Context: an optimization exercise on an open-source flow, tuned for small area and a short achievable clock period. The choices shown serve that exercise and are no tape-out recipe. At most, simulation tests tie the RTL to the original design; equivalence was not proved. Power figures rest on the tool's default switching activity, not on a simulated workload.

main:
==> flow/design.v (excerpt) <==
module multiplier_logic (
    input  wire        clk,
    input  wire        rst_n,
    input  wire [15:0] a,
    input  wire [15:0] b,
    output reg  [31:0] y
);
  reg r1_a0;
  reg r1_a1;
  reg r1_a2;
  reg r1_a3;
  reg r1_a4;
  reg r1_a5;
  reg r1_a6;
  reg r1_a7;
  reg r1_a8;
  reg r1_a9;
  reg r1_a10;
  reg r1_a11;
  reg r1_a12;
  reg r1_a13;
  reg r1_a14;
  reg r1_a15;
  reg r1_b15;
  reg r1_one1;
  reg r1_two2;
  reg r1_neg3;
  reg r1_one4;
  reg r1_two5;
  reg r1_neg6;
  reg r1_one7;
  reg r1_two8;
  reg r1_neg9;
  reg r1_one10;
  reg r1_two11;
  reg r1_neg12;
  reg r1_one13;
  reg r1_two14;
  reg r1_neg15;
  reg r1_one16;
  reg r1_two17;
  reg r1_neg18;
  reg r1_one19;
  reg r1_two20;
  reg r1_neg21;
  reg r1_one22;
  reg r1_two23;
  reg r1_neg24;
  reg r2_s193;
  reg r2_s195;
  reg r2_s199;
  reg r2_c200;
  reg r2_s201;
  reg r2_p63;
  reg r2_s203;
  reg r2_c202;
  reg r2_c204;
  reg r2_s205;
  reg r2_s207;
  reg r2_s209;
  reg r2_c210;
  reg r2_s213;
  reg r2_c214;
  reg r2_s219;
  reg r2_c218;
  reg r2_s221;
  reg r2_c220;
  reg r2_s223;
  ...
clock: 4.5 ns
lec_check: 0
cap_margin: 20
core_margin: 2
core_utilization: 40
cts_cluster_diameter: 60
cts_cluster_size: 50
setup_slack_margin: 2.55
slew_margin: 20
synth_hierarchical: 1
synth_minimum_keep_size: 0
standard.sh (not shown) runs the stock make flow with config.mk's settings and CLKGATE_MAP_FILE= SYNTH_SCRIPT=/design/flow/synth_recipe.tcl, a recipe that flattens the netlist after the stock synthesis.
==> flow/flow/run.sh <==
#!/bin/bash
# Layout: the standard flow (standard.sh) with two changes to how it is
# built, none to what is built or measured:
#  - the port buffers that global placement inserts are plain buf_1 cells
#    (repair_timing still resizes any that timing needs);
#  - clock tree synthesis runs with the settings of config.mk
#    (CTS_CLUSTER_SIZE 50, CTS_CLUSTER_DIAMETER 60) but inserts no dummy
#    load cells.
# All tool output goes to standard_flow.log here; ORFS's per-step logs stay
# under orfs/logs/.
set -euo pipefail
export BUFFER_PORTS_ARGS="-buffer_cell sky130_fd_sc_hd__buf_1"
export CTS_ARGS="-sink_clustering_enable -repair_clock_nets -sink_clustering_size 50 -sink_clustering_max_diameter 60 -dont_use_dummy_load"
bash standard.sh > standard_flow.log 2>&1
> inputs changed (main -> the feature branch)
diff --git a/flow/design.v b/flow/design.v
--- a/flow/design.v
+++ b/flow/design.v
@@ -666,23 +666,23 @@
   wire s467 = r3_c406 ^ r3_c408;
   wire c468 = r3_c406 & r3_c408;
   wire s469 = r3_c416 ^ r3_c418;
   wire c470 = r3_c416 & r3_c418;
   wire s471 = r3_c424 ^ r3_c426;
   wire c472 = r3_c424 & r3_c426;
   wire [31:0] ra = {r3_c444, r3_s443, r3_c440, r3_s439, r3_c436, r3_s435, r3_s431, r3_s427, r3_s425, r3_s421, r3_s417, r3_s411, r3_s407, c464, r3_s397, r3_s393, c460, c458, c456, c454, c452, c450, c448, c446, r3_r2_s213, r3_c366, r3_s365, r3_s361, r3_s357, r3_r2_s199, r3_r2_s195, r3_r2_s193};
   wire [31:0] rb = {r3_r2_s355, 1'b0, r3_s441, 1'b0, r3_s437, 1'b0, c472, s471, c470, s469, c468, s467, c466, s465, s463, c462, s461, s459, s457, s455, s453, s451, s449, s447, s445, r3_s367, 1'b0, 1'b0, 1'b0, 1'b0, 1'b0, 1'b0};
-  wire [20:0] plo = ra[19:0] + rb[19:0];
-  reg [20:0] r4_plo;
-  reg [11:0] r4_ha, r4_hb;
-  always @(posedge clk) begin r4_plo <= plo; r4_ha <= ra[31:20]; r4_hb <= rb[31:20]; end
-  wire [12:0] phs = {r4_ha, r4_plo[20]} + {r4_hb, r4_plo[20]};
-  wire [11:0] phi = phs[12:1];
-  wire [31:0] prod = {phi, r4_plo[19:0]};
+  wire [16:0] plo = ra[15:0] + rb[15:0];
+  reg [16:0] r4_plo;
+  reg [15:0] r4_ha, r4_hb;
+  always @(posedge clk) begin r4_plo <= plo; r4_ha <= ra[31:16]; r4_hb <= rb[31:16]; end
+  wire [16:0] phs = {r4_ha, r4_plo[16]} + {r4_hb, r4_plo[16]};
+  wire [15:0] phi = phs[16:1];
+  wire [31:0] prod = {phi, r4_plo[15:0]};
   always @(posedge clk) begin
     r1_a0 <= a[0];
     r1_a1 <= a[1];
     r1_a2 <= a[2];
     r1_a3 <= a[3];
     r1_a4 <= a[4];
     r1_a5 <= a[5];
     r1_a6 <= a[6];
Results
- Layout clock buffer count grows by a little under 10% when moving from main to the feature branch.
- The feature branch -> main: maximum frequency flat
- Compared with main, the feature branch shows number of signal-net buffers in the layout that has gone up by more than 10%.
- From main to the feature branch the numbers moved as follows: post-CTS setup buffer count decreased by 7 relative to the old numbers, final total power decreased by about 7% relative to the old numbers, post-place setup slack increased by 0.18 ns relative to the old numbers.
- The part of the power in combinational logic number comes out higher for main vs the feature branch.
- Looking at the feature branch and main, the number of vias in the routed layout is a wash.
- On the feature branch: count of distinct cell types in the synthesized netlist is about 11% lower than what main gave.
- On source-to-sink clock delay at the later pin of the worst-skew pair, the feature branch tracks main almost exactly.
Only the layout flow was run in the feature branch; the RTL was not checked for function there.


multiplier_logic, a different RTL version from the one above (not shown whole).
Size in the first run: about 1000 cells after synthesis, about 270 flip-flops, about 66 I/O pins, roughly 0.012 mm² of cells after synthesis.
make LEC_CHECK=0 CAP_MARGIN=20 CORE_MARGIN=2 CORE_UTILIZATION=40 CTS_CLUSTER_DIAMETER=60 CTS_CLUSTER_SIZE=50 SETUP_SLACK_MARGIN=2.5 SLEW_MARGIN=20 SYNTH_HIERARCHICAL=1 SYNTH_MINIMUM_KEEP_SIZE=0 finish   # period 4.5 ns
run.sh (not shown) runs the stock make flow with config.mk's settings and CLKGATE_MAP_FILE= SYNTH_SCRIPT=/design/flow/synth_recipe.tcl, a recipe that flattens the netlist after the stock synthesis.
Stock flow here: none of the scripts above is used.
The baseline finished with timing, DRC and antenna clean.
Rerun with:
--- a/flow/design.v
+++ b/flow/design.v
@@ -668,19 +668,19 @@
   wire s469 = r3_c416 ^ r3_c418;
   wire c470 = r3_c416 & r3_c418;
   wire s471 = r3_c424 ^ r3_c426;
   wire c472 = r3_c424 & r3_c426;
   wire [31:0] ra = {r3_c444, r3_s443, r3_c440, r3_s439, r3_c436, r3_s435, r3_s431, r3_s427, r3_s425, r3_s421, r3_s417, r3_s411, r3_s407, c464, r3_s397, r3_s393, c460, c458, c456, c454, c452, c450, c448, c446, r3_r2_s213, r3_c366, r3_s365, r3_s361, r3_s357, r3_r2_s199, r3_r2_s195, r3_r2_s193};
   wire [31:0] rb = {r3_r2_s355, 1'b0, r3_s441, 1'b0, r3_s437, 1'b0, c472, s471, c470, s469, c468, s467, c466, s465, s463, c462, s461, s459, s457, s455, s453, s451, s449, s447, s445, r3_s367, 1'b0, 1'b0, 1'b0, 1'b0, 1'b0, 1'b0};
-  wire [16:0] plo = ra[15:0] + rb[15:0];
-  reg [16:0] r4_plo;
-  reg [15:0] r4_ha, r4_hb;
-  always @(posedge clk) begin r4_plo <= plo; r4_ha <= ra[31:16]; r4_hb <= rb[31:16]; end
-  wire [16:0] phs = {r4_ha, r4_plo[16]} + {r4_hb, r4_plo[16]};
-  wire [15:0] phi = phs[16:1];
-  wire [31:0] prod = {phi, r4_plo[15:0]};
+  wire [20:0] plo = ra[19:0] + rb[19:0];
+  reg [20:0] r4_plo;
+  reg [11:0] r4_ha, r4_hb;
+  always @(posedge clk) begin r4_plo <= plo; r4_ha <= ra[31:20]; r4_hb <= rb[31:20]; end
+  wire [12:0] phs = {r4_ha, r4_plo[20]} + {r4_hb, r4_plo[20]};
+  wire [11:0] phi = phs[12:1];
+  wire [31:0] prod = {phi, r4_plo[19:0]};
   always @(posedge clk) begin
     r1_a0 <= a[0];
     r1_a1 <= a[1];
     r1_a2 <= a[2];
     r1_a3 <= a[3];
     r1_a4 <= a[4];
The new run finished with timing, DRC and antenna clean. Routed wire length is about the same. Area after synthesis rose by 0.51%. Flip-flop and latch count fell by 4. Sequential power fell by about 1%. Final area fell by 0.46%. Via count rose by 0.75%. Final cell count fell by 0.61%. Count of clock-buffer cells in the layout rose by 3. Register-to-register slack gains 0.03 ns.
Function was not checked in any run of this note: the RTL went through the layout flow alone.

## port drivers added, routing unchanged
The results above use ideal ports. As a check the final layouts listed here were re-extracted and re-timed, cells and wires unchanged.
Step 1 (the two cells are an assumption about what drives the block):
set clk [get_ports {clk}]
set_driving_cell -lib_cell sky130_fd_sc_hd__clkbuf_16 $clk
set_driving_cell -lib_cell sky130_fd_sc_hd__buf_2 [delete_from_list [all_inputs] $clk]
Step 2 adds t to the input delays and takes it off the output delays; t is the mean of the earliest and latest rising clock arrival at the registers after step 1. Input paths then give back, and output paths get back, about the clock's delay inside the block.
Slacks: ideal ports / drivers / drivers and shift; pairs: ideal ports / drivers.
run | t (ns) | setup slack, ns | worst setup path after step 2
main | 0.542 | 2.504 / 2.504 / 2.247 | input to register
the feature branch | 0.552 | 2.501 / 2.501 / 2.242 | input to register
the first run of note 2 | 0.552 | 2.486 / 2.486 / 2.244 | input to register
the second run of note 2 | 0.572 | 2.520 / 2.489 / 2.080 | input to register
After both steps setup and hold are still met in every run listed. For the second run of note 2, which loses most, drivers alone change the setup slack by -0.031 ns; drivers and shift together by -0.440 ns.
